From an optimization exercise on the open Yosys and OpenROAD flow, aimed at small area; shortcuts taken in it are not production practice. Function was checked by simulation only, so behaviour that the tests miss may differ from the original. In runs 2 to 4 the design's own scripts or RTL, not TritonCTS, make the clock network. The clock input has no modelled driver; a real chip could not lean on it and would need a root buffer or a full tree. No activity file was given, so power comes from the tool's default toggle rates.

==> flow/design.v <==
module MESI_FSM #(
    parameter Cache_Block_Size = 8,
    parameter host_pid = 2'b00 )(
    input logic clk,
    input logic resetn,
    input logic Core_Op,                     
    output logic PrHlt,
    input logic [3:0] pr_addr,               
    output logic [Cache_Block_Size-1:0] Cache_output,
    input logic [Cache_Block_Size-1:0] Cache_input,
    input logic [(2+3+2+2+Cache_Block_Size)-1:0] bus_in,
    output logic [(2+3+2+2+Cache_Block_Size)-1:0] bus_out,
    input logic flag_in,
    output logic flag_out
    );
    logic [7:0] data [0:3];
    logic [1:0] tagd [0:3];
    logic [1:0] st   [0:3];
    logic [1:0] cnt;           
    logic [2:0] bo_tid;
    logic [3:0] bo_addr;
    logic [7:0] bo_data;
    wire       rn    = resetn;
    wire       op    = Core_Op;
    wire [1:0] ptag  = pr_addr[3:2];
    wire [1:0] pidx  = pr_addr[1:0];
    wire [2:0] tid   = bus_in[14:12];
    wire [1:0] btag  = bus_in[11:10];
    wire [1:0] bidx  = bus_in[9:8];
    wire [7:0] bdata = bus_in[7:0];
    wire [3:0] ps, bs, nps, nbs;
    mesi_dec u_pdec (.a(pidx), .s(ps), .ns(nps));
    mesi_dec u_bdec (.a(bidx), .s(bs), .ns(nbs));
    wire [1:0] sb, sp, tp;
    genvar gi, gj;
    generate for (gj = 0; gj < 2; gj++) begin : g_rd
        mesi_sel4 u_sb (.d0(st[0][gj]),   .d1(st[1][gj]),   .d2(st[2][gj]),   .d3(st[3][gj]),   .ns(nbs), .y(sb[gj]));
        mesi_sel4 u_sp (.d0(st[0][gj]),   .d1(st[1][gj]),   .d2(st[2][gj]),   .d3(st[3][gj]),   .ns(nps), .y(sp[gj]));
        mesi_sel4 u_tp (.d0(tagd[0][gj]), .d1(tagd[1][gj]), .d2(tagd[2][gj]), .d3(tagd[3][gj]), .ns(nps), .y(tp[gj]));
    end endgenerate
    wire rst, nsnoopR, t01, x1, x0, nsbv, nhitA, A, nA, is3H, B, flush;
    c_inv    u_rst  (.a(rn), .y(rst));
    c_o211ai u_snp  (.a1(bus_in[16]), .a2(bus_in[15]), .b1(flag_in), .c1(rn), .y(nsnoopR));
    c_nor2   u_t01  (.a(tid[2]), .b(tid[1]), .y(t01));
    c_xnor2  u_x1   (.a(tp[1]), .b(btag[1]), .y(x1));
    c_xnor2  u_x0   (.a(tp[0]), .b(btag[0]), .y(x0));
    c_nor2   u_nsbv (.a(sb[1]), .b(sb[0]), .y(nsbv));
    c_nand3b u_nhA  (.an(nsbv), .b(x1), .c(x0), .y(nhitA));      
    c_nor2   u_A    (.a(nsnoopR), .b(nhitA), .y(A));               
    c_inv    u_nA   (.a(A), .y(nA));
    c_and4b  u_is3H (.an(tid[2]), .b(tid[1]), .c(tid[0]), .d(PrHlt), .x(is3H));
    c_and3b  u_B    (.an(nsnoopR), .b(nhitA), .c(is3H), .x(B));    
    c_and4   u_fl   (.a(A), .b(sb[1]), .c(sb[0]), .d(t01), .x(flush));
    wire [1:0] sba;
    wire nk0, sbx;
    c_nor2b  u_sba1 (.a(t01), .bn(sb[1]), .y(sba[1]));
    c_inv    u_nk0  (.a(tid[0]), .y(nk0));
    c_o31a   u_sbx  (.a1(tid[2]), .a2(tid[0]), .a3(sb[1]), .b1(sb[0]), .x(sbx));
    c_mux2   u_sba0 (.a0(sbx), .a1(nk0), .s(t01), .x(sba[0]));
    wire sm1, sm0, e1, e0, y1, y0, same, eqpb, nshr, shr;
    c_xnor2  u_sm1  (.a(pidx[1]), .b(bidx[1]), .y(sm1));
    c_xnor2  u_sm0  (.a(pidx[0]), .b(bidx[0]), .y(sm0));
    c_xnor2  u_e1   (.a(ptag[1]), .b(btag[1]), .y(e1));
    c_xnor2  u_e0   (.a(ptag[0]), .b(btag[0]), .y(e0));
    c_xnor2  u_y1   (.a(tp[1]), .b(ptag[1]), .y(y1));
    c_xnor2  u_y0   (.a(tp[0]), .b(ptag[0]), .y(y0));
    c_and2   u_same (.a(sm1), .b(sm0), .x(same));
    c_and2   u_eqpb (.a(e1), .b(e0), .x(eqpb));
    c_nand2  u_nshr (.a(same), .b(eqpb), .y(nshr));
    c_inv    u_shr  (.a(nshr), .y(shr));
    wire ASm, sbav, spv, v1p, vt, nhitP, hitP, nAt, ns1p1, upgr;
    c_and2   u_ASm  (.a(A), .b(same), .x(ASm));
    c_or2    u_sbav (.a(sba[1]), .b(sba[0]), .x(sbav));
    c_or2    u_spv  (.a(sp[1]), .b(sp[0]), .x(spv));
    c_mux2   u_v1p  (.a0(spv), .a1(sbav), .s(ASm), .x(v1p));
    c_and4   u_vt   (.a(v1p), .b(y1), .c(y0), .d(rn), .x(vt));
    c_mux2i  u_nhP  (.a0(vt), .a1(eqpb), .s(B), .y(nhitP));
    c_inv    u_hP   (.a(nhitP), .y(hitP));                         
    c_nand2  u_nAt  (.a(ASm), .b(t01), .y(nAt));
    c_nand2  u_ns1  (.a(sp[1]), .b(nAt), .y(ns1p1));                
    c_and4b  u_upg  (.an(B), .b(vt), .c(Core_Op), .d(ns1p1), .x(upgr));
    wire missR, fillR, nfillR, pwrR, preqR, nWR, nones;
    c_and2   u_miss (.a(nhitP), .b(rn), .x(missR));
    c_and2   u_fill (.a(missR), .b(cnt[1]), .x(fillR));
    c_inv    u_nfil (.a(fillR), .y(nfillR));
    c_a21o   u_pwr  (.a1(hitP), .a2(Core_Op), .b1(fillR), .x(pwrR));    
    c_or2    u_preq (.a(missR), .b(upgr), .x(preqR));                    
    c_nor2   u_nWR  (.a(pwrR), .b(B), .y(nWR));
    c_or2b   u_none (.a(Core_Op), .bn(fillR), .x(nones));               
    wire Bs, CD, nCD, cbx, cby, co_sbd, cbz, co_k, co_nff;
    c_and2   u_Bs   (.a(B), .b(same), .x(Bs));
    c_nor3   u_CD   (.a(Core_Op), .b(nhitP), .c(Bs), .y(CD));
    c_inv    u_nCD  (.a(CD), .y(nCD));
    c_nor2   u_cbx  (.a(eqpb), .b(cnt[1]), .y(cbx));
    c_or2    u_cby  (.a(shr), .b(cbx), .x(cby));
    c_and3b  u_csbd (.an(Core_Op), .b(B), .c(cby), .x(co_sbd));
    c_nor3   u_cbz  (.a(B), .b(hitP), .c(cnt[1]), .y(cbz));
    c_o21a   u_cok  (.a1(Core_Op), .a2(cbz), .b1(rn), .x(co_k));
    assign co_nff = nones;
    wire BD, nBD, SPR, bo_k, bo_nff;
    c_nor2b  u_BD   (.a(preqR), .bn(flush), .y(BD));
    c_inv    u_nBD  (.a(BD), .y(nBD));
    c_nor3   u_bok  (.a(preqR), .b(flush), .c(rst), .y(bo_k));
    assign SPR    = preqR;
    assign bo_nff = nfillR;
    wire [2:0] tid_next;
    wire nc1, mw, f_next, zc, hb;
    wire [1:0] cnt_next;
    wire h_next;
    c_a21o   u_tid2 (.a1(bo_tid[2]), .a2(bo_k), .b1(fillR), .x(tid_next[2]));
    c_a211o  u_tid1 (.a1(bo_tid[1]), .a2(bo_k), .b1(upgr), .c1(BD), .x(tid_next[1]));
    c_inv    u_nc1  (.a(cnt[1]), .y(nc1));
    c_and3   u_mw   (.a(missR), .b(nc1), .c(Core_Op), .x(mw));
    c_a211o  u_tid0 (.a1(bo_tid[0]), .a2(bo_k), .b1(mw), .c1(BD), .x(tid_next[0]));
    c_or2    u_fo   (.a(preqR), .b(flush), .x(f_next));
    c_a22o   u_c1   (.a1(missR), .a2(cnt[0]), .b1(hitP), .b2(cnt[1]), .x(cnt_next[1]));
    c_nor2   u_zc   (.a(cnt[1]), .b(cnt[0]), .y(zc));
    c_a22o   u_c0   (.a1(missR), .a2(zc), .b1(hitP), .b2(cnt[0]), .x(cnt_next[0]));
    c_and3b  u_hb   (.an(B), .b(hitP), .c(PrHlt), .x(hb));
    c_a21o   u_h    (.a1(missR), .a2(nc1), .b1(hb), .x(h_next));
    wire [1:0] wv, tv;
    wire Bnf;
    wire [7:0] xval;
    c_a21o   u_wv1  (.a1(pwrR), .a2(nshr), .b1(Core_Op), .x(wv[1]));
    c_or3b   u_wv0  (.a(Core_Op), .b(shr), .cn(pwrR), .x(wv[0]));
    c_nor2b  u_Bnf  (.a(fillR), .bn(B), .y(Bnf));
    generate for (gj = 0; gj < 2; gj++) begin : g_tv
        c_mux2 u_tv (.a0(ptag[gj]), .a1(btag[gj]), .s(Bnf), .x(tv[gj]));
    end endgenerate
    generate for (gj = 0; gj < 8; gj++) begin : g_xv
        c_mux2 u_xv (.a0(bdata[gj]), .a1(Cache_input[gj]), .s(Core_Op), .x(xval[gj]));
    end endgenerate
    wire [3:0] Lp, tkeep, Ab, Kp, load, keep, one, co_s, bo_s;
    generate for (gi = 0; gi < 4; gi++) begin : g_blk
        mesi_blk u_blk (.rst(rst), .ps(ps[gi]), .bs(bs[gi]), .nps(nps[gi]), .nbs(nbs[gi]),
                        .nWR(nWR), .nA(nA), .pwrR(pwrR), .B(B), .nones(nones), .nCD(nCD), .nBD(nBD),
                        .Lp(Lp[gi]), .tkeep(tkeep[gi]), .Ab(Ab[gi]), .Kp(Kp[gi]),
                        .load(load[gi]), .keep(keep[gi]), .one(one[gi]),
                        .co_s(co_s[gi]), .bo_s(bo_s[gi]));
    end endgenerate
    logic [7:0] dnext [0:3];
    logic [1:0] tnext [0:3];
    logic [1:0] snext [0:3];
    wire  [7:0] co_next, bod_next;
    wire  [3:0] boa_next;
    generate for (gi = 0; gi < 4; gi++) begin : g_dp
        for (gj = 0; gj < 8; gj++) begin : g_d
            mesi_a221o u_d (.a1(data[gi][gj]), .a2(keep[gi]), .b1(xval[gj]), .b2(load[gi]), .c1(one[gi]), .x(dnext[gi][gj]));
        end
        for (gj = 0; gj < 2; gj++) begin : g_ts
            mesi_a22o  u_t (.a1(tagd[gi][gj]), .a2(tkeep[gi]), .b1(tv[gj]), .b2(Lp[gi]), .x(tnext[gi][gj]));
            mesi_a222o u_s (.a1(st[gi][gj]), .a2(Kp[gi]), .b1(sba[gj]), .b2(Ab[gi]), .c1(wv[gj]), .c2(Lp[gi]), .x(snext[gi][gj]));
        end
    end endgenerate
    generate for (gj = 0; gj < 8; gj++) begin : g_out
        wire u, v, w, z;
        mesi_a222oi u_cu (.a1(data[0][gj]), .a2(co_s[0]), .b1(data[1][gj]), .b2(co_s[1]), .c1(data[2][gj]), .c2(co_s[2]), .y(u));
        mesi_a222oi u_cv (.a1(data[3][gj]), .a2(co_s[3]), .b1(bdata[gj]), .b2(co_sbd), .c1(Cache_output[gj]), .c2(co_k), .y(v));
        mesi_nand3  u_co (.a(u), .b(v), .c(co_nff), .y(co_next[gj]));
        mesi_a222oi u_bu (.a1(data[0][gj]), .a2(bo_s[0]), .b1(data[1][gj]), .b2(bo_s[1]), .c1(data[2][gj]), .c2(bo_s[2]), .y(w));
        mesi_a22oi  u_bv (.a1(data[3][gj]), .a2(bo_s[3]), .b1(bo_data[gj]), .b2(bo_k), .y(z));
        mesi_nand3  u_bo (.a(w), .b(z), .c(bo_nff), .y(bod_next[gj]));
    end endgenerate
    generate for (gj = 0; gj < 4; gj++) begin : g_boa
        mesi_a222o u_a (.a1(pr_addr[gj]), .a2(SPR), .b1(bus_in[8+gj]), .b2(BD), .c1(bo_addr[gj]), .c2(bo_k), .x(boa_next[gj]));
    end endgenerate
    always_ff @(posedge clk) begin
        for (int i = 0; i < 4; i++) begin
            data[i] <= dnext[i];
            tagd[i] <= tnext[i];
            st[i]   <= snext[i];
        end
        bo_data      <= bod_next;
        bo_addr      <= boa_next;
        Cache_output <= co_next;
        bo_tid   <= tid_next;
        flag_out <= f_next;
        cnt      <= cnt_next;
        PrHlt    <= h_next;
    end
    assign bus_out = {host_pid, bo_tid, bo_addr, bo_data};
endmodule
module mesi_blk (
    input  logic rst, ps, bs, nps, nbs,
    input  logic nWR, nA, pwrR, B, nones, nCD, nBD,
    output logic Lp, tkeep, Ab, Kp, load, keep, one, co_s, bo_s);
    wire bsA;
    c_nor2 u_Lp (.a(nps), .b(nWR), .y(Lp));           
    c_nor2 u_tk (.a(Lp), .b(rst), .y(tkeep));
    c_nor2 u_bA (.a(nbs), .b(nA), .y(bsA));           
    c_nor3 u_Ab (.a(nbs), .b(nA), .c(Lp), .y(Ab));
    c_nor3 u_Kp (.a(rst), .b(Lp), .c(bsA), .y(Kp));
    c_a22o u_ld (.a1(pwrR), .a2(ps), .b1(B), .b2(bs), .x(load));    
    c_nor2 u_kp (.a(load), .b(rst), .y(keep));
    c_nor2 u_on (.a(nones), .b(nps), .y(one));
    c_nor2 u_cs (.a(nCD), .b(nps), .y(co_s));
    c_nor2 u_bs (.a(nBD), .b(nbs), .y(bo_s));
endmodule
module mesi_dec (input logic [1:0] a, output logic [3:0] s, output logic [3:0] ns);
    wire n1, n0;
    c_inv   u_n1 (.a(a[1]), .y(n1));
    c_inv   u_n0 (.a(a[0]), .y(n0));
    c_nor2  u_s0 (.a(a[1]), .b(a[0]), .y(s[0]));
    c_nor2  u_s1 (.a(a[1]), .b(n0),   .y(s[1]));
    c_nor2  u_s2 (.a(n1),   .b(a[0]), .y(s[2]));
    c_nor2  u_s3 (.a(n1),   .b(n0),   .y(s[3]));
    c_nand2 u_n0s (.a(n1),   .b(n0),   .y(ns[0]));
    c_nand2 u_n1s (.a(n1),   .b(a[0]), .y(ns[1]));
    c_nand2 u_n2s (.a(a[1]), .b(n0),   .y(ns[2]));
    c_nand2 u_n3s (.a(a[1]), .b(a[0]), .y(ns[3]));
endmodule
module mesi_sel4 (input logic d0, d1, d2, d3, input logic [3:0] ns, output logic y);
    wire u, v;
    mesi_o22ai u_u (.a1(d0), .a2(ns[0]), .b1(d1), .b2(ns[1]), .y(u));
    mesi_o22ai u_v (.a1(d2), .a2(ns[2]), .b1(d3), .b2(ns[3]), .y(v));
    mesi_nor2  u_y (.a(u), .b(v), .y(y));
endmodule
module mesi_a221o (input logic a1, a2, b1, b2, c1, output logic x);
    assign x = (a1 & a2) | (b1 & b2) | c1;
endmodule
module mesi_a22o (input logic a1, a2, b1, b2, output logic x);
    assign x = (a1 & a2) | (b1 & b2);
endmodule
module mesi_a222o (input logic a1, a2, b1, b2, c1, c2, output logic x);
    wire y;
    mesi_a222oi u_y (.a1(a1), .a2(a2), .b1(b1), .b2(b2), .c1(c1), .c2(c2), .y(y));
    assign x = ~y;
endmodule
module mesi_a222oi (input logic a1, a2, b1, b2, c1, c2, output logic y);
    assign y = ~((a1 & a2) | (b1 & b2) | (c1 & c2));
endmodule
module mesi_a22oi (input logic a1, a2, b1, b2, output logic y);
    assign y = ~((a1 & a2) | (b1 & b2));
endmodule
module mesi_o22ai (input logic a1, a2, b1, b2, output logic y);
    assign y = ~((a1 | a2) & (b1 | b2));
endmodule
module mesi_nor2 (input logic a, b, output logic y);
    assign y = ~(a | b);
endmodule
module mesi_nand3 (input logic a, b, c, output logic y);
    assign y = ~(a & b & c);
endmodule
module c_inv    (input logic a, output logic y);                   assign y = ~a;                         endmodule
module c_nand2  (input logic a, b, output logic y);                assign y = ~(a & b);                   endmodule
module c_nor2   (input logic a, b, output logic y);                assign y = ~(a | b);                   endmodule
module c_nor3   (input logic a, b, c, output logic y);             assign y = ~(a | b | c);               endmodule
module c_and2   (input logic a, b, output logic x);                assign x = a & b;                      endmodule
module c_and3   (input logic a, b, c, output logic x);             assign x = a & b & c;                  endmodule
module c_and4   (input logic a, b, c, d, output logic x);          assign x = a & b & c & d;              endmodule
module c_or2    (input logic a, b, output logic x);                assign x = a | b;                      endmodule
module c_xnor2  (input logic a, b, output logic y);                assign y = ~(a ^ b);                   endmodule
module c_nor2b  (input logic a, bn, output logic y);               assign y = ~a & bn;                    endmodule
module c_or2b   (input logic a, bn, output logic x);               assign x = a | ~bn;                    endmodule
module c_or3b   (input logic a, b, cn, output logic x);            assign x = a | b | ~cn;                endmodule
module c_nand3b (input logic an, b, c, output logic y);            assign y = an | ~b | ~c;               endmodule
module c_and3b  (input logic an, b, c, output logic x);            assign x = ~an & b & c;                endmodule
module c_and4b  (input logic an, b, c, d, output logic x);         assign x = ~an & b & c & d;            endmodule
module c_o211ai (input logic a1, a2, b1, c1, output logic y);      assign y = ~((a1 | a2) & b1 & c1);     endmodule
module c_o21a   (input logic a1, a2, b1, output logic x);          assign x = (a1 | a2) & b1;             endmodule
module c_o31a   (input logic a1, a2, a3, b1, output logic x);      assign x = (a1 | a2 | a3) & b1;        endmodule
module c_a21o   (input logic a1, a2, b1, output logic x);          assign x = (a1 & a2) | b1;             endmodule
module c_a211o  (input logic a1, a2, b1, c1, output logic x);      assign x = (a1 & a2) | b1 | c1;        endmodule
module c_a22o   (input logic a1, a2, b1, b2, output logic x);      assign x = (a1 & a2) | (b1 & b2);      endmodule
module c_mux2   (input logic a0, a1, s, output logic x);           assign x = s ? a1 : a0;                endmodule
module c_mux2i  (input logic a0, a1, s, output logic y);           assign y = ~(s ? a1 : a0);             endmodule
==> flow/flow/run.sh <==
#!/bin/bash
# The standard ORFS flow (standard.sh, unchanged synthesis) with:
# ABC's buffers removed and every combinational cell downsized after
# floorplan, buf_1 port buffers, and a clock tree of clkbuf_8 without
# dummy loads.
set -euo pipefail
cd "$(dirname "$0")/.."
W=$(pwd)
bash standard.sh \
  REMOVE_ABC_BUFFERS=1 \
  POST_FLOORPLAN_TCL=$W/flow/downsize.tcl \
  BUFFER_PORTS_ARGS="-buffer_cell sky130_fd_sc_hd__buf_1" \
  CTS_ARGS="-sink_clustering_enable -repair_clock_nets -dont_use_dummy_load -buf_list sky130_fd_sc_hd__clkbuf_8 -sink_clustering_size 20" \
  finish > flow_standard.log 2>&1
==> flow/flow/downsize.tcl <==
# Swap every combinational cell for the smallest cell of the same function
# (same name up to the drive-strength suffix). Later repair steps fix any
# slew, capacitance or timing this breaks.
set db [ord::get_db]
set block [[$db getChip] getBlock]
set dont_use [split $::env(DONT_USE_CELLS)]
set n 0
foreach inst [$block getInsts] {
  set m [$inst getMaster]
  set name [$m getName]
  if { ![regexp {^(sky130_fd_sc_hd__[a-z0-9]+)_([0-9]+)$} $name -> base sz] } { continue }
  if { [regexp {df|dl|tap|fill|decap|conb|clk|probe|lpflow|diode} $base] } { continue }
  set best $m
  foreach s {0 1 2 4 6 8 12 16} {
    set c [$db findMaster ${base}_$s]
    if { $c eq "NULL" || $c eq "" } { continue }
    if { [lsearch -exact $dont_use ${base}_$s] >= 0 } { continue }
    if { [$c getWidth] < [$best getWidth] } { set best $c }
  }
  if { $best ne $m } {
    replace_cell [$inst getName] [$best getName]
    incr n
  }
}
puts "downsize: replaced $n cells"
==> flow/standard.sh <==
#!/bin/bash
# synth_recipe.tcl (not shown) runs the flow's synth.tcl, then flattens the netlist and writes it again
# the make line also repeats each setting of config.mk as NAME=value (left out here)
make -C /OpenROAD-flow-scripts/flow DESIGN_CONFIG=/design/flow/config.mk WORK_HOME=/design/flow/orfs CLKGATE_MAP_FILE= SYNTH_SCRIPT=/design/flow/synth_recipe.tcl "${@:-finish}"
==> flow/config.mk <==
export PLATFORM = sky130hd
export DESIGN_NAME = MESI_FSM
export DESIGN_NICKNAME = MESI_FSM
export VERILOG_FILES = /design/flow/design.v
export SDC_FILE = /design/flow/constraint.sdc
export NUM_CORES = 4
export LEC_CHECK = 0
export CAP_MARGIN = 0
export CORE_MARGIN = 2
export CORE_UTILIZATION = 40
export GPL_TIMING_DRIVEN = 0
export SLEW_MARGIN = 0
export SYNTH_HIERARCHICAL = 1
export SYNTH_MINIMUM_KEEP_SIZE = 0
==> flow/constraint.sdc <==
create_clock -name core_clock -period 8.0 [get_ports {clk}]
set_input_delay 1.6000 -clock core_clock [delete_from_list [all_inputs] [get_ports {clk}]]
set_output_delay 1.6000 -clock core_clock [all_outputs]
set_load 0.01 [all_outputs]
==> flow_metrics.py, run 1 <==
metrics = {
    "synth": {
        "yosys_register_bits": 75,
        "ys_seq_area_share_pct": 42.37,
        "synthTopCellsByArea": "dfxtp_1, a222oi_1, a221o_1",
        "yosysWarnings": 16,
        "syn_inst": 346,
        "synth_top_cell_by_area": "dfxtp_1",
        "syn_area_sq_um": 3543,
        "ys_types": 31,
        "avgSynthCellArea_sq_um": 10.24,
        "yosys.area.top_type_share_pct": 42.37,
    },
    "critical_path": {
        "reg2regPathDepth": 14,
        "cp_max_fo": 8,
        "cp.required_ns": 8.29,
        "cp.arrival_ns": 6.22,
        "worstSetupEndpointType": "flop",
        "critPathMaxStageDelay_ns": 0.59,
        "startpoint_type": "primary input",
        "worstReg2RegStart": "st[2][1]",
        "worst_path_max_delay_cell": "nor2_1",
        "reg2reg_to": "bo_data[0]",
        "reg2reg_setup_slack_ns": 3.68,
        "cpLargestDelayFamily": "simple AND/OR/NAND/NOR gates",
        "worstPathBufferInverterCount": 3,
        "path_common_cell": "nor2_1",
        "path_cells": "buf_1 > inv_1 > nand2_1 > o22ai_1 > nor2_1 > xnor2_1 > nand3b_1 > nor2_1 > and2_1 > mux2_1 > and4_1 > and4b_1 > or2_1 > nor2b_1 > inv_1 > nor2_1 > a222oi_1 > nand3_1",
        "worst-setup-path-type": "in -> reg",
    },
    "timing": {
        "finClkSkew_ns": 0.01365,
        "timing.hold.ws_ns": 0.4604,
        "hold_viol_final": 0,
        "slew_viol_final": 0,
        "worstMarginPinSlew_ns": 0.9588,
        "fin_tns_setup_ns": 0,
        "finalCriticalPeriod_ns": 5.935,
        "final-setup-viol-count": 0,
        "fmax_ghz": 0.1685,
        "finalCritPeriodShare_pct": 74.19,
        "slew-limit-headroom_pct": 35.73,
        "rsz0062_at_grt": "no",
    },
    "floorplan": {
        "ios": 60,
        "start_util_pct": 41.03,
        "num_rows": 34,
        "die_w_um": 98.12,
        "die-area_sq_um": 9628,
        "core_sq_um": 8636,
        "die_y_um": 98.12,
    },
    "finish": {
        "num-nets-final": 446,
        "antenna_cells": 0,
        "stdcell_count": 519,
        "syn2layout_area_growth_pct": 8.439,
        "regArea_sq_um": 1501,
        "fillCellCount": 863,
        "final_util_pct": 44.49,
        "drive_gt1_share_pct": 2.433,
        "multi_input_area_sq_um": 1774,
    },
    "routing": {
        "wire_per_inst_um": 20.15,
        "dr_total_vias": 3310,
        "drtIter0Drc": 365,
        "drt-pass1-iter-count": 6,
        "final_antenna_net_count": 0,
        "drc": 0,
        "vias_per_cell": 6.378,
        "drt_wl_total_mm": 10.46,
    },
    "place": {
        "place_hpwl_mm": 7.603,
        "place_inst": 510,
        "io_buffer_count": 57,
        "place_congestion": 0.8560,
    },
    "clock_network": {
        "cts_resized": 0,
        "clock_sinks": 75,
        "h-tree-depth": 3,
        "cts_hold_buf": 0,
        "clk_pin_slew_ns": 0.07,
        "clk_latency_ns": 0.35,
        "cts_made_buffers": 9,
        "postCtsSetupBuffers": 0,
        "clk_path_buf_depth": 2,
        "cts_tree": "built",
        "cts-root-buf": "clkbuf_8",
    },
    "grt": {
        "antenna_found_initial": 0,
        "track_usage_pct": 21.37,
        "grt_pass1_wl_mm": 16.12,
        "grt_max_degree": 18,
        "grt_pass1_vias": 2941,
        "overflow": 0,
    },
    "status": {
        "status": "finished clean",
    },
    "power": {
        "pwr-share-seq_pct": 55.1,
        "power_density_nw_per_um2": 199.1,
        "p_int_w": 0.0005498,
        "power_frac_clock_pct": 29.1,
        "netSwitchingPower_w": 0.0002151,
        "power_switching_share_pct": 28.12,
        "power_leakage_nw": 1.554,
        "ir_worst_vdd_mv": 0.06421,
        "combPwrFrac_pct": 15.8,
    },
    "hold_path": {
        "worstHoldStart": "bo_tid[2]",
        "holdPathStages": 1,
        "min_path_type": "reg -> reg",
        "hold_end": "bo_tid[2]",
    },
    "job": {
        "drv_cap": 0,
    },
}
metal layers:
layer | vias to the layer above | global-route usage (%) | share of wire, %
met3 | 16 | 4.868 | 7.9
met1 | 1605 | 30.04 | 46
met4 | 0 | 8.120 | 1.8
met2 | 168 | 31.98 | 44
li1 | 1521 | - | -
met5 | - | 0 | 0
synthesized netlist by cell type:
| cell | count |
|---|---|
| a211o_1 | 2 |
| a21o_1 | 4 |
| a221o_1 | 32 |
| a222oi_1 | 36 |
| a22o_1 | 14 |
| a22oi_2 | 8 |
| and2_1 | 6 |
| and3_1 | 1 |
| and3b_1 | 3 |
| and4_1 | 2 |
| and4b_1 | 2 |
| buf_4 | 2 |
| conb_1 | 1 |
| dfxtp_1 | 75 |
| inv_1 | 25 |
| mux2_4 | 12 |
| mux2i_1 | 1 |
| nand2_1 | 11 |
| nand2b_1 | 1 |
| nand3_1 | 16 |
| nand3b_1 | 1 |
| nor2_1 | 48 |
| nor2b_4 | 3 |
| nor3_2 | 11 |
| o211ai_2 | 1 |
| o21a_1 | 1 |
| o22ai_1 | 12 |
| o31a_1 | 1 |
| or2_1 | 5 |
| or3b_1 | 1 |
| xnor2_1 | 8 |
cells by family after synthesis:
| group | share of synthesized area, % |
|---|---|
| other | 0.1058 |
| flip-flops | 42.37 |
| XOR/XNOR | 1.977 |
| multiplexers | 5.367 |
| buffers and inverters | 3.072 |
| AO/OA/AOI/OAI | 29.77 |
| AND/OR/NAND/NOR | 17.34 |
final cells by class:
class                   count  area share (%)
well taps                 108           3.517
clock buffers               9           3.224
flip-flops and latches     75           39.08
repair buffers             57           5.568
inverters                  25           2.442
multi-input cells         245           46.17
worst register-to-register path: stages, from the launching register on:
cell      delay [ns]
dfxtp_1         0.33
o22ai_1         0.17
nor2_1          0.12
o31a_1          0.25
mux2_1          0.39
or2_1           0.26
mux2_1          0.30
and4_1          0.19
and4b_1         0.22
or2_1           0.34
nor2b_1         0.52
inv_1           0.18
nor2_1          0.59
a222oi_1        0.29
nand3_1         0.15
state kept, by name, summed over array words and instances (netlist names):
register,cells
flag_out,1
bo_addr,4
bo_tid,3
data,32
cnt,2
bo_data,8
PrHlt,1
st,8
Cache_output,8
tagd,8
metrics by stage:
step	setup WS (ns)	cell area, sq um	power [W]
final	2.065	3842	0.0007649
after global routing	1.770	3842	0.0007965
after CTS	2.194	3842	0.0007656
after detailed placement	1.849	3719	0.0005484
after global placement	1.996	3714	0.0005449
after floorplan	2.937	3532	0.0005123
worst max-delay path by stage:
stage	from	end	slack (ns)	cells after the start
CTS	pr_addr[1]	bo_data[6]	2.19	18
global placement	pr_addr[1]	bo_addr[3]	2.00	16
detailed placement	pr_addr[1]	bo_data[1]	1.85	18
floorplan	bus_in[8]	st[0][0]	2.94	18
finish	pr_addr[1]	bo_data[0]	2.06	18
global route	pr_addr[1]	st[0][0]	1.77	20
modules after synthesis (local to each module, per instance), excerpt:
module      copies in the design  flip-flops and latches
c_a211o                        2                       0
c_and3b                        3                       0
c_mux2                        12                       0
c_mux2i                        1                       0
c_nand2                       11                       0
c_nand3b                       1                       0
mesi_a22oi                     8                       0
power by group through the flow:
stage,clock (W),sequential (W),combinational [W]
final,0.000222,0.000422,0.000121
after global routing,0.000239,0.000425,0.000132
after CTS,0.000225,0.000421,0.000119
after detailed placement,0,0.000429,0.000119
after global placement,0,0.000428,0.000117
after floorplan,0,0.000431,0.0000808
layout by cell type (no fill, tap or decap), drive strengths merged:
cell,synthesis,layout
a211o,2,2
a21o,4,4
a221o,32,32
a222oi,36,36
a22o,14,14
a22oi,8,8
and2,6,6
and3,1,1
and3b,3,3
and4,2,2
and4b,2,2
buf,2,57
clkbuf,0,9
conb,1,2
dfxtp,75,75
inv,25,25
mux2,12,12
mux2i,1,1
nand2,11,11
nand2b,1,1
nand3,16,16
nand3b,1,1
nor2,48,48
nor2b,3,3
nor3,11,11
o211ai,1,1
o21a,1,1
o22ai,12,12
o31a,1,1
or2,5,5
or3b,1,1
xnor2,8,8
==> run 2: changes to the inputs <==
==> flow/flow/run.sh (replaced) <==
#!/bin/bash
# The standard ORFS flow (standard.sh, unchanged synthesis) with:
# ABC's buffers removed and every combinational cell downsized after
# floorplan (flow/downsize.tcl), buf_1 port buffers, and a one-level clock
# tree of three buffers in place of clock_tree_synthesis (flow/manual_cts.tcl).
set -euo pipefail
cd "$(dirname "$0")/.."
W=$(pwd)
bash standard.sh \
  REMOVE_ABC_BUFFERS=1 \
  POST_FLOORPLAN_TCL=$W/flow/downsize.tcl \
  PRE_CTS_TCL=$W/flow/manual_cts.tcl \
  BUFFER_PORTS_ARGS="-buffer_cell sky130_fd_sc_hd__buf_1" \
  finish > flow_standard.log 2>&1
==> flow/flow/manual_cts.tcl (new file) <==
# Replaces clock_tree_synthesis with a one-level clock tree: the flip-flops
# are split into K groups by position (recursive bisection along the longer
# side), each group is driven by one clock buffer placed at its centre, and
# the buffers are driven by the clock port (K <= 4) or by one root buffer.
proc mcts_split { pts k } {
  if { $k <= 1 || [llength $pts] <= 1 } { return [list $pts] }
  set xs {}; set ys {}
  foreach p $pts { lappend xs [lindex $p 1]; lappend ys [lindex $p 2] }
  set xs [lsort -integer $xs]; set ys [lsort -integer $ys]
  set dx [expr {[lindex $xs end] - [lindex $xs 0]}]
  set dy [expr {[lindex $ys end] - [lindex $ys 0]}]
  set idx [expr {$dx >= $dy ? 1 : 2}]
  set s [lsort -integer -index $idx $pts]
  set k1 [expr {$k / 2}]
  set n1 [expr {int(round(double([llength $s]) * $k1 / $k))}]
  return [concat [mcts_split [lrange $s 0 [expr {$n1 - 1}]] $k1] \
                 [mcts_split [lrange $s $n1 end] [expr {$k - $k1}]]]
}

proc mcts_centre { pts } {
  set sx 0; set sy 0
  foreach p $pts { incr sx [lindex $p 1]; incr sy [lindex $p 2] }
  set n [llength $pts]
  return [list [expr {$sx / $n}] [expr {$sy / $n}]]
}

proc clock_tree_synthesis { args } {
  set k 3
  set leaf sky130_fd_sc_hd__buf_12
  set root ""
  if { [info exists ::env(MCTS_K)] } { set k $::env(MCTS_K) }
  if { [info exists ::env(MCTS_BUF)] } { set leaf $::env(MCTS_BUF) }
  if { [info exists ::env(MCTS_ROOT)] } { set root $::env(MCTS_ROOT) }
  set db [ord::get_db]
  set block [[$db getChip] getBlock]
  set clk [$block findNet clk]
  set pts {}
  foreach it [$clk getITerms] {
    if { [$it isInputSignal] } {
      set inst [$it getInst]
      set loc [$inst getLocation]
      lappend pts [list $it [lindex $loc 0] [lindex $loc 1]]
    }
  }
  puts "manual cts: [llength $pts] sinks, $k groups of $leaf, root '$root'"
  set groups [mcts_split $pts $k]
  set drv $clk
  if { $root ne "" } {
    set rnet [odb::dbNet_create $block clknet_root]
    $rnet setSigType CLOCK
    set rinst [odb::dbInst_create $block [$db findMaster $root] clkbuf_root]
    [$rinst findITerm A] connect $clk
    [$rinst findITerm X] connect $rnet
    set c [mcts_centre $pts]
    $rinst setLocation [lindex $c 0] [lindex $c 1]
    $rinst setPlacementStatus PLACED
    set drv $rnet
  }
  set g 0
  foreach grp $groups {
    set net [odb::dbNet_create $block clknet_leaf_$g]
    $net setSigType CLOCK
    set inst [odb::dbInst_create $block [$db findMaster $leaf] clkbuf_leaf_$g]
    [$inst findITerm A] connect $drv
    [$inst findITerm X] connect $net
    foreach p $grp {
      set it [lindex $p 0]
      $it disconnect
      $it connect $net
    }
    set c [mcts_centre $grp]
    $inst setLocation [lindex $c 0] [lindex $c 1]
    $inst setPlacementStatus PLACED
    puts "manual cts: group $g: [llength $grp] sinks"
    incr g
  }
  set_propagated_clock [all_clocks]
}
==> run 2 against run 1 <==
Effect of this change: critical path depth did not move; worst hold slack improved by 0.015 ns; die area did not move; register-to-register slack got worse by 0.05 ns; clock power fell by 29%; via count fell by 2.4%; combinational power barely moved; first-iteration DRC count rose by 13%; critical endpoint is now bo_data[1]; largest cell class unchanged; largest power group unchanged.
==> flow_metrics.py, run 2 <==
metrics = {
    "status": {
        "status": "finished clean",
    },
    "floorplan": {
        "die_y_um": 98.12,
        "die-area_sq_um": 9628,
        "core_sq_um": 8636,
        "ios": 60,
        "die_w_um": 98.12,
        "start_util_pct": 41.03,
        "num_rows": 34,
    },
    "critical_path": {
        "cp.required_ns": 8.07,
        "startpoint_type": "primary input",
        "worst_path_max_delay_cell": "nor2_1",
        "path_common_cell": "nor2_1",
        "path_cells": "buf_1 > inv_1 > nand2_1 > o22ai_1 > nor2_1 > xnor2_1 > nand3b_1 > nor2_1 > and2_1 > mux2_1 > and4_1 > and4b_1 > or2_1 > nor2b_1 > inv_1 > nor2_1 > a222oi_1 > nand3_1",
        "critPathMaxStageDelay_ns": 0.55,
        "worstPathBufferInverterCount": 3,
        "worst-setup-path-type": "in -> reg",
        "reg2reg_setup_slack_ns": 3.63,
        "cp_max_fo": 8,
        "cpLargestDelayFamily": "simple AND/OR/NAND/NOR gates",
        "cp.arrival_ns": 6.22,
        "worstSetupEndpointType": "flop",
    },
    "power": {
        "power_leakage_nw": 1.518,
        "pwr-share-seq_pct": 60.2,
        "power_switching_share_pct": 27.10,
        "p_int_w": 0.0005102,
        "power_density_nw_per_um2": 185.2,
        "ir_worst_vdd_mv": 0.09497,
        "combPwrFrac_pct": 17.3,
        "netSwitchingPower_w": 0.0001897,
        "power_frac_clock_pct": 22.5,
    },
    "finish": {
        "final_common_cell": "dfxtp_1",
        "largest_register_ffs": 32,
        "num-nets-final": 440,
        "antenna_cells": 0,
        "fillCellCount": 864,
        "regMostFlops": "data",
        "syn2layout_area_growth_pct": 6.638,
        "drive_gt1_share_pct": 0.9877,
        "stdcell_count": 513,
        "layout_common_cells": "dfxtp_1, buf_1, nor2_1, a222oi_1, a221o_1",
    },
    "grt": {
        "grt_pass1_wl_mm": 15.96,
        "track_usage_pct": 20.22,
        "grt_max_degree": 26,
        "grt_pass1_vias": 2899,
        "overflow": 0,
        "antenna_found_initial": 0,
    },
    "clock_network": {
        "clk_latency_ns": 0.14,
        "postCtsSetupBuffers": 0,
        "cts_hold_buf": 0,
        "clk_pin_slew_ns": 0.11,
        "cts_resized": 0,
    },
    "synth": {
        "synth_compound_area_share_pct": 29.77,
        "yosysWarnings": 16,
        "syn_area_sq_um": 3543,
        "synth_xor_area_share_pct": 1.977,
        "synthFlopType": "dfxtp_1",
        "synthTopCellsByArea": "dfxtp_1, a222oi_1, a221o_1",
        "synth_top_family_by_area": "compound AO/OA/AOI/OAI gates",
        "synth_edf_count": 0,
        "avgSynthCellArea_sq_um": 10.24,
        "synthMuxAreaShare_pct": 5.367,
        "yosys.area.top_type_share_pct": 42.37,
        "synth_most_common_cell": "dfxtp_1",
        "ys_types": 31,
        "ys_seq_area_share_pct": 42.37,
        "synth_top_cell_by_area": "dfxtp_1",
        "synth_simple_gate_area_share_pct": 17.34,
        "synth-async-reset-ratio_pct": 0,
        "syn_inst": 346,
        "yosys_register_bits": 75,
        "synth_fa_ha_area_share_pct": 0,
        "synthTopCellsByCount": "dfxtp_1, nor2_1, a222oi_1",
    },
    "timing": {
        "setup_ws_ns": 1.859,
        "slew_viol_final": 0,
        "finalCritPeriodShare_pct": 76.76,
        "finClkSkew_ns": 0.009012,
        "slew-limit-headroom_pct": 34.44,
        "timing.hold.ws_ns": 0.4753,
        "worstMarginPinSlew_ns": 0.9780,
        "fin_tns_setup_ns": 0,
        "fmax_ghz": 0.1628,
        "hold_viol_final": 0,
        "final-setup-viol-count": 0,
        "finalCriticalPeriod_ns": 6.141,
        "rsz0062_at_grt": "no",
    },
    "routing": {
        "dr_wl_met3_um": 740,
        "topRoutingLayerUsed": "met4",
        "wire_per_inst_um": 20.16,
        "drc": 0,
        "vias_per_cell": 6.296,
        "met2WireLength_mm": 4.622,
        "met1Wirelength_mm": 4.842,
        "final_antenna_net_count": 0,
        "dr_total_vias": 3230,
        "drt_wl_total_mm": 10.34,
        "drtIter0Drc": 413,
        "drt-pass1-iter-count": 6,
    },
    "place": {
        "pre_cts_slack_ns": 1.849,
        "place_hpwl_mm": 7.603,
        "place_inst": 510,
        "io_buffer_count": 57,
        "place_congestion": 0.8560,
    },
    "hold_path": {
        "min_path_type": "reg -> reg",
    },
    "job": {
        "drv_cap": 0,
    },
}
==> run 2: changes by cell type in the layout (fill, tap and decap cells not counted) <==
cell and delta:
clkbuf_8 -9, buf_12 +3
==> run 2: cells by family after synthesis <==
family                 Yosys count
AO/OA/AOI/OAI                  111
XOR/XNOR                         8
buffers and inverters           27
flip-flops                      75
multiplexers                    13
other                            1
AND/OR/NAND/NOR                111
==> run 2: cell type report <==
| type | count | area [sq um] | area share (%) |
|---|---|---|---|
| multi-input combinational | 245 | 1774 | 46.95 |
| sequential | 75 | 1501 | 39.74 |
| timing repair buffer | 57 | 214.0 | 5.662 |
| tap | 108 | 135.1 | 3.576 |
| inverter | 25 | 93.84 | 2.483 |
| buffer | 3 | 60.06 | 1.589 |
==> run 2: power by group through the flow <==
stage	logic, W	clock network, W	registers [W]
after floorplan	0.0000808	0	0.000431
after global routing	0.000132	0.000176	0.000425
after CTS	0.000119	0.000161	0.000421
after global placement	0.000117	0	0.000428
final	0.000121	0.000158	0.000421
after detailed placement	0.000119	0	0.000429
==> run 2: routing by layer <==
layer  global-route usage, %  vias to the layer above
met5                       0                        -
met4                   3.205                        0
met3                   2.577                       10
met2                   31.93                      135
met1                   30.13                     1570
li1                        -                     1515
==> run 2: per-stage QoR <==
stage | instance area [sq um] | power [W] | util (%)
floorplan | 3532 | 0.0005123 | -
CTS | 3779 | 0.0007011 | 43.76
detailed placement | 3719 | 0.0005484 | 43.06
global placement | 3714 | 0.0005449 | 43.00
finish | 3779 | 0.0007000 | 43.76
global route | 3779 | 0.0007328 | 43.76
==> run 2: final timing paths <==
kind / startpoint / end / cells past startpoint
max: pr_addr[1] / bo_data[1] / 18
min: bo_tid[0] / bo_tid[0] / 1
max reg2reg: st[2][1] / bo_data[1] / 14
min reg2reg: bo_tid[0] / bo_tid[0] / 1
==> run 2: per-module statistics from Yosys, one instance, submodules excluded, a selection <==
| module | area, sq um | cells | flip-flops and latches | copies in the design |
|---|---|---|---|---|
| c_a211o | 8.758 | 1 | 0 | 2 |
| c_a21o | 7.507 | 1 | 0 | 4 |
| c_a22o | 8.758 | 1 | 0 | 6 |
| c_and2 | 6.256 | 1 | 0 | 6 |
| c_and3 | 6.256 | 1 | 0 | 1 |
| c_and4b | 10.01 | 1 | 0 | 2 |
| c_mux2 | 15.01 | 1 | 0 | 12 |
| c_nand2 | 3.754 | 1 | 0 | 11 |
| c_nor2 | 3.754 | 1 | 0 | 42 |
| c_or2 | 6.256 | 1 | 0 | 5 |
| c_or2b | 6.256 | 1 | 0 | 1 |
| c_or3b | 8.758 | 1 | 0 | 1 |
| mesi_a222o | 3.754 | 1 | 0 | 12 |
| mesi_a222oi | 10.01 | 1 | 0 | 36 |
| mesi_a22o | 8.758 | 1 | 0 | 8 |
| mesi_nand3 | 5.005 | 1 | 0 | 16 |
==> run 3: changes to the inputs <==
--- a/flow/flow/run.sh
+++ b/flow/flow/run.sh
@@ -4,3 +4,3 @@
 # floorplan (flow/downsize.tcl), buf_1 port buffers, and a one-level clock
-# tree of three buffers in place of clock_tree_synthesis (flow/manual_cts.tcl).
+# tree of a few buffers in place of clock_tree_synthesis (flow/manual_cts.tcl).
 set -euo pipefail
==> flow/flow/manual_cts.tcl (replaced) <==
proc mcts_split { pts k } {
  if { $k <= 1 || [llength $pts] <= 1 } { return [list $pts] }
  set xs {}; set ys {}
  foreach p $pts { lappend xs [lindex $p 1]; lappend ys [lindex $p 2] }
  set xs [lsort -integer $xs]; set ys [lsort -integer $ys]
  set dx [expr {[lindex $xs end] - [lindex $xs 0]}]
  set dy [expr {[lindex $ys end] - [lindex $ys 0]}]
  set idx [expr {$dx >= $dy ? 1 : 2}]
  set s [lsort -integer -index $idx $pts]
  set k1 [expr {$k / 2}]
  set n1 [expr {int(round(double([llength $s]) * $k1 / $k))}]
  return [concat [mcts_split [lrange $s 0 [expr {$n1 - 1}]] $k1] \
                 [mcts_split [lrange $s $n1 end] [expr {$k - $k1}]]]
}

proc mcts_centre { pts } {
  set sx 0; set sy 0
  foreach p $pts { incr sx [lindex $p 1]; incr sy [lindex $p 2] }
  set n [llength $pts]
  return [list [expr {$sx / $n}] [expr {$sy / $n}]]
}

# build K groups driven by cell leaf; returns the created instances and nets
proc mcts_build { block clk pts k leaf tag } {
  set db [ord::get_db]
  set made {}
  set g 0
  foreach grp [mcts_split $pts $k] {
    set net [odb::dbNet_create $block clknet_${tag}_$g]
    $net setSigType CLOCK
    set inst [odb::dbInst_create $block [$db findMaster $leaf] clkbuf_${tag}_$g]
    [$inst findITerm A] connect $clk
    [$inst findITerm X] connect $net
    foreach p $grp {
      set it [lindex $p 0]
      $it disconnect
      $it connect $net
    }
    set c [mcts_centre $grp]
    $inst setLocation [lindex $c 0] [lindex $c 1]
    $inst setPlacementStatus PLACED
    lappend made [list $inst $net $grp]
    incr g
  }
  return $made
}

proc mcts_undo { clk made } {
  foreach m $made {
    lassign $m inst net grp
    foreach p $grp {
      set it [lindex $p 0]
      $it disconnect
      $it connect $clk
    }
    odb::dbInst_destroy $inst
    odb::dbNet_destroy $net
  }
}

proc mcts_max_slew { } {
  set mx 0
  foreach p [get_pins -hierarchical */CLK] {
    foreach t {rise fall} {
      set s [get_property $p slew_max_$t]
      if { $s > $mx } { set mx $s }
    }
  }
  return $mx
}

proc clock_tree_synthesis { args } {
  set target 0.115
  if { [info exists ::env(MCTS_TARGET)] } { set target $::env(MCTS_TARGET) }
  set cands {
    {2 sky130_fd_sc_hd__buf_12}
    {3 sky130_fd_sc_hd__buf_8}
    {2 sky130_fd_sc_hd__clkbuf_16}
    {2 sky130_fd_sc_hd__buf_16}
    {4 sky130_fd_sc_hd__clkbuf_8}
    {3 sky130_fd_sc_hd__buf_12}
    {4 sky130_fd_sc_hd__buf_8}
    {3 sky130_fd_sc_hd__clkbuf_16}
    {4 sky130_fd_sc_hd__buf_12}
    {3 sky130_fd_sc_hd__buf_16}
    {4 sky130_fd_sc_hd__buf_16}
  }
  set db [ord::get_db]
  set block [[$db getChip] getBlock]
  set clk [$block findNet clk]
  set pts {}
  foreach it [$clk getITerms] {
    if { [$it isInputSignal] } {
      set loc [[$it getInst] getLocation]
      lappend pts [list $it [lindex $loc 0] [lindex $loc 1]]
    }
  }
  set_propagated_clock [all_clocks]
  set n 0
  foreach c $cands {
    lassign $c k leaf
    set made [mcts_build $block $clk $pts $k $leaf t$n]
    estimate_parasitics -placement
    set s [mcts_max_slew]
    puts "manual cts: $k x $leaf: estimated max clock-pin slew [format %.1f [expr {$s * 1000}]] ps"
    if { $s <= $target || $n == [llength $cands] - 1 } {
      puts "manual cts: kept $k x $leaf for [llength $pts] flip-flops"
      return
    }
    mcts_undo $clk $made
    incr n
  }
}
--- a/flow/config.mk
+++ b/flow/config.mk
@@ -9,3 +9,3 @@
 export CORE_MARGIN = 2
-export CORE_UTILIZATION = 40
+export CORE_UTILIZATION = 60
 export GPL_TIMING_DRIVEN = 0
==> run 3 against run 2 <==
Effect of this change: area after synthesis did not move; clock power about the same; die area down 32%; register-to-register slack better by 0.18 ns; critical endpoint is now st[0][0].
==> flow_metrics.py, run 3 <==
metrics = {
    "grt": {
        "antenna_found_initial": 0,
        "grt_max_degree": 26,
        "grt_pass1_vias": 2795,
        "track_usage_pct": 27.40,
        "grtUsageMet1_pct": 45.47,
        "grtUsageMet3_pct": 3.556,
        "met2_usage_pct": 38.51,
        "grt_pass1_wl_mm": 14.43,
        "top_usage_layer": "met1",
        "overflow": 0,
    },
    "routing": {
        "final_antenna_net_count": 0,
        "drtIter0Drc": 412,
        "drt_wl_total_mm": 9.177,
        "drc": 0,
        "vias_per_cell": 6.795,
        "dr_total_vias": 3241,
        "drt-pass1-iter-count": 8,
        "wire_per_inst_um": 19.24,
    },
    "timing": {
        "final-setup-viol-count": 0,
        "finalCritPeriodShare_pct": 74.17,
        "slew_viol_final": 0,
        "slew-limit-headroom_pct": 40.60,
        "finClkSkew_ns": 0.006568,
        "fmax_ghz": 0.1685,
        "fin_tns_setup_ns": 0,
        "finalCriticalPeriod_ns": 5.934,
        "rsz0062_at_grt": "no",
        "hold_viol_final": 0,
        "timing.hold.ws_ns": 0.4784,
        "worstMarginPinSlew_ns": 0.8862,
    },
    "power": {
        "ir_worst_vdd_mv": 0.2255,
        "finalPower_w": 0.0006964,
        "power_leakage_nw": 1.518,
        "power_density_nw_per_um2": 186.5,
    },
    "floorplan": {
        "core_sq_um": 5608,
        "num_rows": 27,
        "start_util_pct": 63.19,
        "die_w_um": 80.85,
        "die_y_um": 80.85,
        "ios": 60,
        "die-area_sq_um": 6537,
    },
    "synth": {
        "avgSynthCellArea_sq_um": 10.24,
        "synthTopCellsByArea": "dfxtp_1, a222oi_1, a221o_1",
        "synthTopCellsByCount": "dfxtp_1, nor2_1, a222oi_1",
        "yosysWarnings": 16,
        "ys_types": 31,
        "synth_edf_count": 0,
        "syn_inst": 346,
        "synth-async-reset-ratio_pct": 0,
        "synth_top_cell_by_area": "dfxtp_1",
        "yosys_register_bits": 75,
        "synth_most_common_cell": "dfxtp_1",
        "yosys.area.top_type_share_pct": 42.37,
        "syn_area_sq_um": 3543,
        "ys_seq_area_share_pct": 42.37,
        "synthFlopType": "dfxtp_1",
    },
    "critical_path": {
        "path_cells": "buf_1 > inv_1 > nand2_1 > o22ai_1 > nor2_1 > xnor2_1 > nand3b_1 > nor2_1 > and2_1 > mux2_1 > and4_1 > mux2i_1 > and2_1 > and2_1 > a21o_1 > nor2_1 > nor2_1 > nor3_1 > a222oi_1 > inv_1",
        "worst-setup-path-type": "in -> reg",
        "cp.arrival_ns": 5.96,
        "cp_max_fo": 7,
        "startpoint_type": "primary input",
        "worstSetupEndpointType": "flop",
        "path_common_cell": "nor2_1",
        "critPathMaxStageDelay_ns": 0.40,
        "cp.required_ns": 8.03,
        "worst_path_max_delay_cell": "nor2_1",
    },
    "finish": {
        "largest_register_ffs": 32,
        "fin_area_sq_um": 3734,
        "syn2layout_area_growth_pct": 5.367,
        "drive_gt1_share_pct": 0.9877,
        "final_common_cell": "dfxtp_1",
        "layout_common_cells": "dfxtp_1, buf_1, nor2_1, a222oi_1, a221o_1",
        "antenna_cells": 0,
        "regMostFlops": "data",
        "num-nets-final": 440,
    },
    "status": {
        "status": "finished clean",
    },
    "place": {
        "placed_cell_area_sq_um": 3674,
        "place_hpwl_mm": 6.825,
        "io_buffer_count": 57,
        "place_congestion": 0.9302,
    },
    "clock_network": {
        "clk_pin_slew_ns": 0.10,
        "clk_latency_ns": 0.13,
        "cts_hold_buf": 0,
        "postCtsSetupBuffers": 0,
        "cts_resized": 0,
    },
    "hold_path": {
        "min_path_type": "reg -> reg",
    },
    "job": {
        "drv_cap": 0,
    },
}
-- run 3: cell counts in the layout (fill, tap and decap cells not counted) --
Identical to the previous run, type by type.
-- run 3: critical path, delay by kind of cell --
family / cells / cell delay [ns]
AND/OR/NAND/NOR: 11 / 2.40
AO/OA/AOI/OAI: 3 / 0.78
multiplexers: 2 / 0.54
buffers and inverters: 3 / 0.47
XOR/XNOR: 1 / 0.16
-- run 3: final cells by class --
class	instances	area, sq um
inverter	25	93.84
fill	505	1874
buffer	3	60.06
multi-input combinational	245	1774
timing repair buffer	57	214.0
tap	72	90.09
sequential	75	1501
-- run 3: path summary, 6_finish.rpt --
check	depth (start not counted)	slack (ns)	startpoint	endpoint
worst max-delay path	20	2.07	pr_addr[1]	st[0][0]
worst min-delay path	1	0.48	bo_tid[1]	bo_tid[1]
worst max register to register	16	3.81	st[0][1]	st[0][0]
worst min register to register	1	0.48	bo_tid[1]	bo_tid[1]
-- run 3: power by group --
part | internal, W | switching, W | leakage, nW
registers | 0.000401 | 0.0000199 | 0.611
logic | 0.0000477 | 0.0000715 | 0.878
clock network | 0.0000611 | 0.0000947 | 0.0282
total | 0.000510 | 0.000186 | 1.52
-- run 3: routing by layer --
| metal | wire length (um) | vias to the layer above |
|---|---|---|
| met3 | 942 | 8 |
| met4 | 71 | 0 |
| li1 | - | 1527 |
| met2 | 3658 | 186 |
| met1 | 4504 | 1520 |
| met5 | 0 | - |
-- run 3: logic make-up (layout without fill, tap and decap cells) --
family | after synthesis | in the layout | share of synthesized area, %
XOR/XNOR | 8 | 8 | 1.977
other | 1 | 2 | 0.1058
AND/OR/NAND/NOR | 111 | 111 | 17.34
multiplexers | 13 | 13 | 5.367
buffers and inverters | 27 | 85 | 3.072
flip-flops | 75 | 75 | 42.37
AO/OA/AOI/OAI | 111 | 111 | 29.77
-- run 3: Yosys stat by module, one instance, submodules excluded, a selection --
module	cell area [sq um]	flip-flops and latches
MESI_FSM	1520	75
c_nor2b	13.76	0
mesi_a221o	10.01	0
c_xnor2	8.758	0
c_o31a	8.758	0
c_o21a	7.507	0
c_and3	6.256	0
c_or2	6.256	0
c_nor2	3.754	0
-- run 3: through the flow --
step                      instances  utilization, %  worst slack, ns
after floorplan                 345               -            2.937
after CTS                       477           66.58            2.140
after global placement          474           65.42            2.104
after global routing            477           66.58            1.644
final                           477           66.58            2.066
after detailed placement        474           65.51            1.996
==> run 4: changes to the inputs <==
--- a/flow/config.mk
+++ b/flow/config.mk
@@ -9,3 +9,3 @@
 export CORE_MARGIN = 2
-export CORE_UTILIZATION = 60
+export CORE_UTILIZATION = 75
 export GPL_TIMING_DRIVEN = 0
==> run 4 against run 3 <==
Effect of this change: register-to-register slack got worse by 0.07 ns; clock power decreased by 3%; worst hold slack got worse by 0.011 ns; sequential share of layout area up 0.24 points; synthesized cell count stayed put; worst setup slack worse by 0.0029 ns; critical endpoint is now bo_data[6]; largest cell class unchanged; largest power group unchanged.
==> flow_metrics.py, run 4 <==
metrics = {
    "finish": {
        "layout_common_cells": "dfxtp_1, buf_1, nor2_1, a222oi_1, a221o_1",
        "fillCellCount": 318,
        "num-nets-final": 440,
        "fin_area_sq_um": 3711,
        "antenna_cells": 0,
        "drive_gt1_share_pct": 0.9877,
        "syn2layout_area_growth_pct": 4.732,
        "largest_register_ffs": 32,
        "final_common_cell": "dfxtp_1",
        "regMostFlops": "data",
    },
    "timing": {
        "rsz0062_at_grt": "no",
        "fin_tns_setup_ns": 0,
        "worstMarginPinSlew_ns": 0.9842,
        "finalCriticalPeriod_ns": 5.937,
        "final-setup-viol-count": 0,
        "slew_viol_final": 0,
        "finalCritPeriodShare_pct": 74.21,
        "fmax_ghz": 0.1684,
        "hold_viol_final": 0,
        "finClkSkew_ns": 0.003868,
        "slew-limit-headroom_pct": 34.03,
    },
    "place": {
        "io_buffer_count": 57,
        "place_hpwl_mm": 6.759,
        "placed_cell_area_sq_um": 3651,
        "place_congestion": 0.9165,
    },
    "critical_path": {
        "reg2regPathDepth": 14,
        "startpoint_type": "primary input",
        "cp.required_ns": 8.07,
        "worstSetupEndpointType": "flop",
        "reg2reg_to": "bo_data[6]",
        "worstReg2RegStart": "st[0][1]",
        "worst-setup-path-type": "in -> reg",
        "reg2reg_setup_slack_ns": 3.74,
        "cp_max_fo": 8,
        "critPathMaxStageDelay_ns": 0.51,
        "path_cells": "buf_1 > inv_1 > nand2_1 > o22ai_1 > nor2_1 > o31a_1 > mux2_1 > or2_1 > mux2_1 > and4_1 > and4b_1 > or2_1 > nor2b_1 > inv_1 > nor2_1 > a222oi_1 > nand3_1",
        "worst_path_max_delay_cell": "nor2b_1",
        "cp.arrival_ns": 6.01,
    },
    "floorplan": {
        "core_sq_um": 4629,
        "start_util_pct": 76.54,
        "die-area_sq_um": 5290,
        "die_y_um": 72.74,
        "num_rows": 25,
        "die_w_um": 72.74,
        "ios": 60,
    },
    "grt": {
        "track_usage_pct": 33.27,
        "grt_max_degree": 26,
        "antenna_found_initial": 0,
        "grt_pass1_vias": 2795,
        "grt_pass1_wl_mm": 14.23,
        "overflow": 0,
    },
    "routing": {
        "topRoutingLayerUsed": "met4",
        "met1Wirelength_mm": 4.011,
        "dr_wl_met3_mm": 1.004,
        "final_antenna_net_count": 0,
        "met2WireLength_mm": 3.890,
        "vias_per_cell": 7.224,
        "drt-pass1-iter-count": 9,
        "drt_wl_total_mm": 9.017,
        "wire_per_inst_um": 19.64,
        "drtIter0Drc": 439,
        "dr_total_vias": 3316,
        "drc": 0,
    },
    "synth": {
        "syn_area_sq_um": 3543,
        "ys_types": 31,
        "synthTopCellsByArea": "dfxtp_1, a222oi_1, a221o_1",
        "synth_most_common_cell": "dfxtp_1",
        "yosys_register_bits": 75,
        "synthTopCellsByCount": "dfxtp_1, nor2_1, a222oi_1",
        "yosys.area.top_type_share_pct": 42.37,
        "avgSynthCellArea_sq_um": 10.24,
        "synth_top_cell_by_area": "dfxtp_1",
        "yosysWarnings": 16,
        "synth_edf_count": 0,
        "synthFlopType": "dfxtp_1",
        "syn_inst": 346,
        "synth-async-reset-ratio_pct": 0,
        "ys_seq_area_share_pct": 42.37,
    },
    "clock_network": {
        "clk_latency_ns": 0.13,
        "clk_pin_slew_ns": 0.09,
        "cts_hold_buf": 0,
        "cts_resized": 0,
        "postCtsSetupBuffers": 0,
    },
    "job": {
        "drv_cap": 0,
    },
    "hold_path": {
        "holdPathStages": 1,
        "hold_end": "bo_tid[2]",
        "min_path_type": "reg -> reg",
        "worstHoldStart": "bo_tid[2]",
    },
    "power": {
        "power_density_nw_per_um2": 186.8,
        "power_leakage_nw": 1.518,
        "ir_worst_vdd_mv": 0.1795,
    },
    "status": {
        "status": "finished clean",
    },
}
==> run 4: cell counts after synthesis <==
Identical to the previous run, type by type.
==> run 4: worst max-delay path, delay by kind of cell <==
family / cells / cell delay [ns]
simple gates: 9 / 2.39
mux: 2 / 0.68
buf+inv: 3 / 0.54
compound gates: 3 / 0.79
==> run 4: final cells by class <==
class	instances	area (sq um)	share of cell area, %
well taps	54	67.56	1.821
flip-flops and latches	75	1501	40.46
multi-input cells	245	1774	47.81
repair buffers	57	214.0	5.765
plain buffers	3	60.06	1.618
inverters	25	93.84	2.529
==> run 4: through the flow <==
step	total power [W]	hold slack (ns)	setup WS, ns	instances	utilization (%)
6_report	0.0006934	0.4675	2.063	459	80.16
5_1_grt	0.0007204	0.4905	1.656	459	80.16
4_1_cts	0.0006902	0.4692	2.185	459	80.16
3_5_place_dp	0.0005451	0.4471	2.039	456	78.86
3_3_place_gp	0.0005399	0.4383	2.027	456	78.76
2_1_floorplan	0.0005123	0.4565	2.937	345	-
==> run 4: modules after synthesis, one instance, submodules excluded, excerpt <==
module,flip-flops and latches,cells inside
c_a21o,0,1
mesi_a221o,0,1
mesi_a222o,0,1
c_and2,0,1
mesi_o22ai,0,1
mesi_a22o,0,1
c_o31a,0,1
c_and3,0,1
mesi_a222oi,0,1
c_inv,0,1
c_o211ai,0,1
==> run 4: worst max path at each step <==
stage                     startpoint         end  slack (ns)  cells after the start
final                      bus_in[9]  bo_data[6]        2.06                     17
after global placement    pr_addr[1]  bo_addr[2]        2.03                     16
after CTS                 pr_addr[1]    st[2][0]        2.19                     20
after detailed placement  pr_addr[1]    st[1][1]        2.04                     20
after global routing      pr_addr[1]    st[1][1]        1.66                     20
after floorplan            bus_in[8]    st[0][0]        2.94                     18
==> run 4: cells by family after synthesis <==
group           share of synthesized area [%]
xor+xnor                                1.977
flops                                   42.37
simple gates                            17.34
other cells                            0.1058
buf+inv                                 3.072
mux                                     5.367
compound gates                          29.77
==> run 4: power by group <==
group	leakage (nW)	internal, W	switching [W]	total, W
sequential	0.611	0.000402	0.0000203	0.000422
combinational	0.878	0.0000477	0.0000721	0.000120
clock	0.0282	0.0000611	0.0000906	0.000152
total	1.52	0.000510	0.000183	0.000693
==> run 4: metal layers <==
layer / vias to the layer above / GRT usage (%)
met3: 18 / 4.006
met4: 0 / 3.292
met2: 221 / 50.91
li1: 1523 / -
met1: 1554 / 52.19
met5: - / 0

==> port drivers added, routing unchanged <==
The flow's constraints put no driver on any port. The routed layouts listed below were extracted and timed again, unchanged, in two steps. Step 1, drivers: a clkbuf_16 drives clk and a buf_2 each remaining input, both assumed. Step 2 moves the port delays by t, midway between the first and last clock arrival at a register: inputs arrive t later, outputs are due t later. That takes back most of the time a late clock gives input paths. Slacks: ideal ports / drivers / drivers and shift; pairs: ideal ports / drivers.
| run | t, ns | setup WS [ns] | hold slack, ns | worst setup path after step 2 | worst slew at a driven data input, ns |
|---|---|---|---|---|---|
| run 1 | 0.372 | 2.065 / 2.070 / 1.698 | 0.460 / 0.460 / 0.460 | input to register | 0.04 |
| run 2 | 0.207 | 1.859 / 1.906 / 1.699 | 0.475 / 0.475 / 0.475 | input to register | 0.04 |
| run 3 | 0.202 | 2.066 / 2.112 / 1.910 | 0.478 / 0.478 / 0.478 | input to register | 0.04 |
| run 4 | 0.197 | 2.063 / 2.111 / 1.914 | 0.467 / 0.468 / 0.468 | input to register | 0.05 |
After both steps setup and hold are still met in every run listed. The setup slack of run 1, which loses most, moves by +0.005 ns with the drivers and by -0.367 ns with both steps.
